This is an optimization exercise on Yosys and OpenROAD, whose aim is small area, not a production implementation. RTL that was checked went through simulation tests only; none was proved equivalent to the original. Power is estimated from default activity; no workload was simulated.

==> flow/design.v (excerpt) <==
module gaincontroller (
    input clk,
    input rst,
    input [7:0] input_signal,
    output reg [7:0] output_signal,
    output vsync,
    output hsync
);
Settings: LEC_CHECK=0, CAP_MARGIN=20, CORE_MARGIN=2, CORE_UTILIZATION=40, SLEW_MARGIN=20; clock period 14.0 ns.
run.sh (not shown) runs the stock make flow with config.mk's settings and CLKGATE_MAP_FILE= SYNTH_SCRIPT=/design/flow/synth_recipe.tcl, a recipe that flattens the netlist after the stock synthesis.
The baseline produced a clean layout.
Then changed:
==> flow/flow/run.sh (new file) <==
#!/bin/bash
# Own layout flow: the standard ORFS flow, with two changes to synthesis
# (no full/half-adder cell extraction; an area-oriented ABC script in
# flow/area.abc) and smaller port buffers. Each tool's output goes to a log
# of its own in this folder (and ORFS's per-step logs under orfs/logs).
set -euo pipefail
W=$PWD
F=$W/flow

# ORFS synth.tcl, minus extract_fa, with our ABC script.
sed -e 's/^  extract_fa .*$/  # extract_fa skipped in this flow/' \
    -e 's/^  log_cmd abc {\*}\$abc_args$/  log_cmd abc -script $::env(MY_ABC_SCRIPT) {*}[lrange $abc_args 2 end]/' \
    "$FLOW_HOME/scripts/synth.tcl" > "$W/synth_mod.tcl"
grep -q 'extract_fa skipped' "$W/synth_mod.tcl"
grep -q 'MY_ABC_SCRIPT' "$W/synth_mod.tcl"

# The standard flow's synthesis wrapper, sourcing the modified synth.tcl.
sed -e "s#\$::env(SCRIPTS_DIR)/synth.tcl#$W/synth_mod.tcl#" "$W/synth_recipe.tcl" > "$W/synth_recipe_mod.tcl"
grep -q "synth_mod.tcl" "$W/synth_recipe_mod.tcl"

# standard.sh, using the modified wrapper.
sed -e "s#SYNTH_SCRIPT=[^ ]*#SYNTH_SCRIPT=$W/synth_recipe_mod.tcl#" "$W/standard.sh" > "$W/standard_mod.sh"
grep -q "synth_recipe_mod.tcl" "$W/standard_mod.sh"

export MY_ABC_SCRIPT=$F/area.abc
bash "$W/standard_mod.sh" synth > "$W/synth.log" 2>&1
bash "$W/standard_mod.sh" \
  "BUFFER_PORTS_ARGS=-buffer_cell sky130_fd_sc_hd__buf_1" \
  finish > "$W/finish.log" 2>&1
==> flow/flow/area.abc (new file) <==
strash
&get -n
&fraig -x
&put
scorr
dc2
strash
dch -f
amap
==> flow/standard.sh (new file) <==
#!/bin/bash
# synth_recipe.tcl (not shown) runs the flow's synth.tcl, then flattens the netlist and writes it again
# the make line also repeats each setting of config.mk as NAME=value (left out here)
make -C /OpenROAD-flow-scripts/flow DESIGN_CONFIG=/design/flow/config.mk WORK_HOME=/design/flow/orfs CLKGATE_MAP_FILE= SYNTH_SCRIPT=/design/flow/synth_recipe.tcl "${@:-finish}"
removed: flow/run.sh
Outcome: Critical path depth came out higher by 6; die area decreases by 28%; total power falls by 39%; setup slack is better by 0.021 ns; combinational power fell by 57%.

---

Another version of the RTL of gaincontroller (not shown whole).
For scale: about 210 cells after synthesis, ~20 flip-flops.
Settings: LEC_CHECK=0, CAP_MARGIN=20, CORE_MARGIN=2, CORE_UTILIZATION=40, SLEW_MARGIN=20; clock period 14.0 ns.
standard.sh (not shown) runs the stock make flow with config.mk's settings and CLKGATE_MAP_FILE= SYNTH_SCRIPT=/design/flow/synth_recipe.tcl, a recipe that flattens the netlist after the stock synthesis.
==> flow/flow/run.sh <==
#!/bin/bash
# Own layout flow: the standard ORFS flow, with two changes to synthesis
# (no full/half-adder cell extraction; an area-oriented ABC script in
# flow/area.abc) and smaller port buffers. Each tool's output goes to a log
# of its own in this folder (and ORFS's per-step logs under orfs/logs).
set -euo pipefail
W=$PWD
F=$W/flow

# ORFS synth.tcl, minus extract_fa, with our ABC script.
sed -e 's/^  extract_fa .*$/  # extract_fa skipped in this flow/' \
    -e 's/^  log_cmd abc {\*}\$abc_args$/  log_cmd abc -script $::env(MY_ABC_SCRIPT) {*}[lrange $abc_args 2 end]/' \
    "$FLOW_HOME/scripts/synth.tcl" > "$W/synth_mod.tcl"
grep -q 'extract_fa skipped' "$W/synth_mod.tcl"
grep -q 'MY_ABC_SCRIPT' "$W/synth_mod.tcl"

# The standard flow's synthesis wrapper, sourcing the modified synth.tcl.
sed -e "s#\$::env(SCRIPTS_DIR)/synth.tcl#$W/synth_mod.tcl#" "$W/synth_recipe.tcl" > "$W/synth_recipe_mod.tcl"
grep -q "synth_mod.tcl" "$W/synth_recipe_mod.tcl"

# standard.sh, using the modified wrapper.
sed -e "s#SYNTH_SCRIPT=[^ ]*#SYNTH_SCRIPT=$W/synth_recipe_mod.tcl#" "$W/standard.sh" > "$W/standard_mod.sh"
grep -q "synth_recipe_mod.tcl" "$W/standard_mod.sh"

export MY_ABC_SCRIPT=$F/area.abc
bash "$W/standard_mod.sh" synth > "$W/synth.log" 2>&1
bash "$W/standard_mod.sh" \
  "BUFFER_PORTS_ARGS=-buffer_cell sky130_fd_sc_hd__buf_1" \
  "CTS_BUF_LIST=sky130_fd_sc_hd__clkbuf_8" CTS_CLUSTER_SIZE=30 CTS_CLUSTER_DIAMETER=200 \
  finish > "$W/finish.log" 2>&1
==> flow/flow/area.abc <==
strash
&get -n
&fraig -x
&put
scorr
dc2
strash
dch -f
amap
The first run passed the timing, design-rule and antenna checks.
Change:
--- a/flow/flow/run.sh
+++ b/flow/flow/run.sh
@@ -28,3 +28,2 @@
   "BUFFER_PORTS_ARGS=-buffer_cell sky130_fd_sc_hd__buf_1" \
-  "CTS_BUF_LIST=sky130_fd_sc_hd__clkbuf_8" CTS_CLUSTER_SIZE=30 CTS_CLUSTER_DIAMETER=200 \
   finish > "$W/finish.log" 2>&1
Cell count stays the same; utilization is lower by 0.60 points; synthesized cell count does not change; global-route usage goes up by 0.13 points; area after synthesis is unchanged; power falls by 5.6%; die area stays the same; routed wire length hardly moves; setup slack is better by 0.016 ns.
Change:
--- a/flow/flow/run.sh
+++ b/flow/flow/run.sh
@@ -28,2 +28,3 @@
   "BUFFER_PORTS_ARGS=-buffer_cell sky130_fd_sc_hd__buf_1" \
+  "CTS_BUF_LIST=sky130_fd_sc_hd__clkbuf_16" CTS_CLUSTER_SIZE=30 CTS_CLUSTER_DIAMETER=200 \
   finish > "$W/finish.log" 2>&1
After rerunning:
- The new run ran to the end with no violations
- power increases by 15%
- register-to-register slack gets better by 0.02 ns
- final cell count stays the same
- via count hardly moves
Function was not checked in any run of this note: the RTL went through the layout flow alone.

-- afterwards: timing with drivers on the ports --
In the flow no input, the clock included, has a driving cell. The finished layouts below were timed again as built, in two steps. Step 1 (the two cells are an assumption about what drives the block):
set clk [get_ports {clk}]
set_driving_cell -lib_cell sky130_fd_sc_hd__clkbuf_16 $clk
set_driving_cell -lib_cell sky130_fd_sc_hd__buf_2 [delete_from_list [all_inputs] $clk]
Step 2, shift: input delay + t, output delay - t, t = (earliest + latest rising clock arrival at the registers) / 2. This alone moves slack from input paths to output paths. Slacks: no drivers / after step 1 / after step 2; pairs: no drivers / after step 1.
run	t (ns)	setup WS [ns]	clock arrival spread, ns	slew at the worst register clock pin (ns)	cell pins on the clock port's net
the first run of note 1	0.274	8.872 / 8.874 / 8.601	0.003 / 0.003	0.07 / 0.07	1
the second run of note 1	0.320	8.893 / 8.894 / 8.574	0.011 / 0.012	0.12 / 0.12	1
the first run of note 2	0.276	7.956 / 7.956 / 7.956	0.009 / 0.009	0.08 / 0.08	1
the second run of note 2	0.317	7.972 / 7.972 / 7.972	0.012 / 0.013	0.12 / 0.12	1
the third run of note 2	0.280	7.996 / 7.996 / 7.996	0.004 / 0.003	0.06 / 0.06	1
After both steps every run listed still meets setup and hold. For the second run of note 1, which loses most, drivers alone change the setup slack by +0.001 ns; drivers and shift together by -0.319 ns.
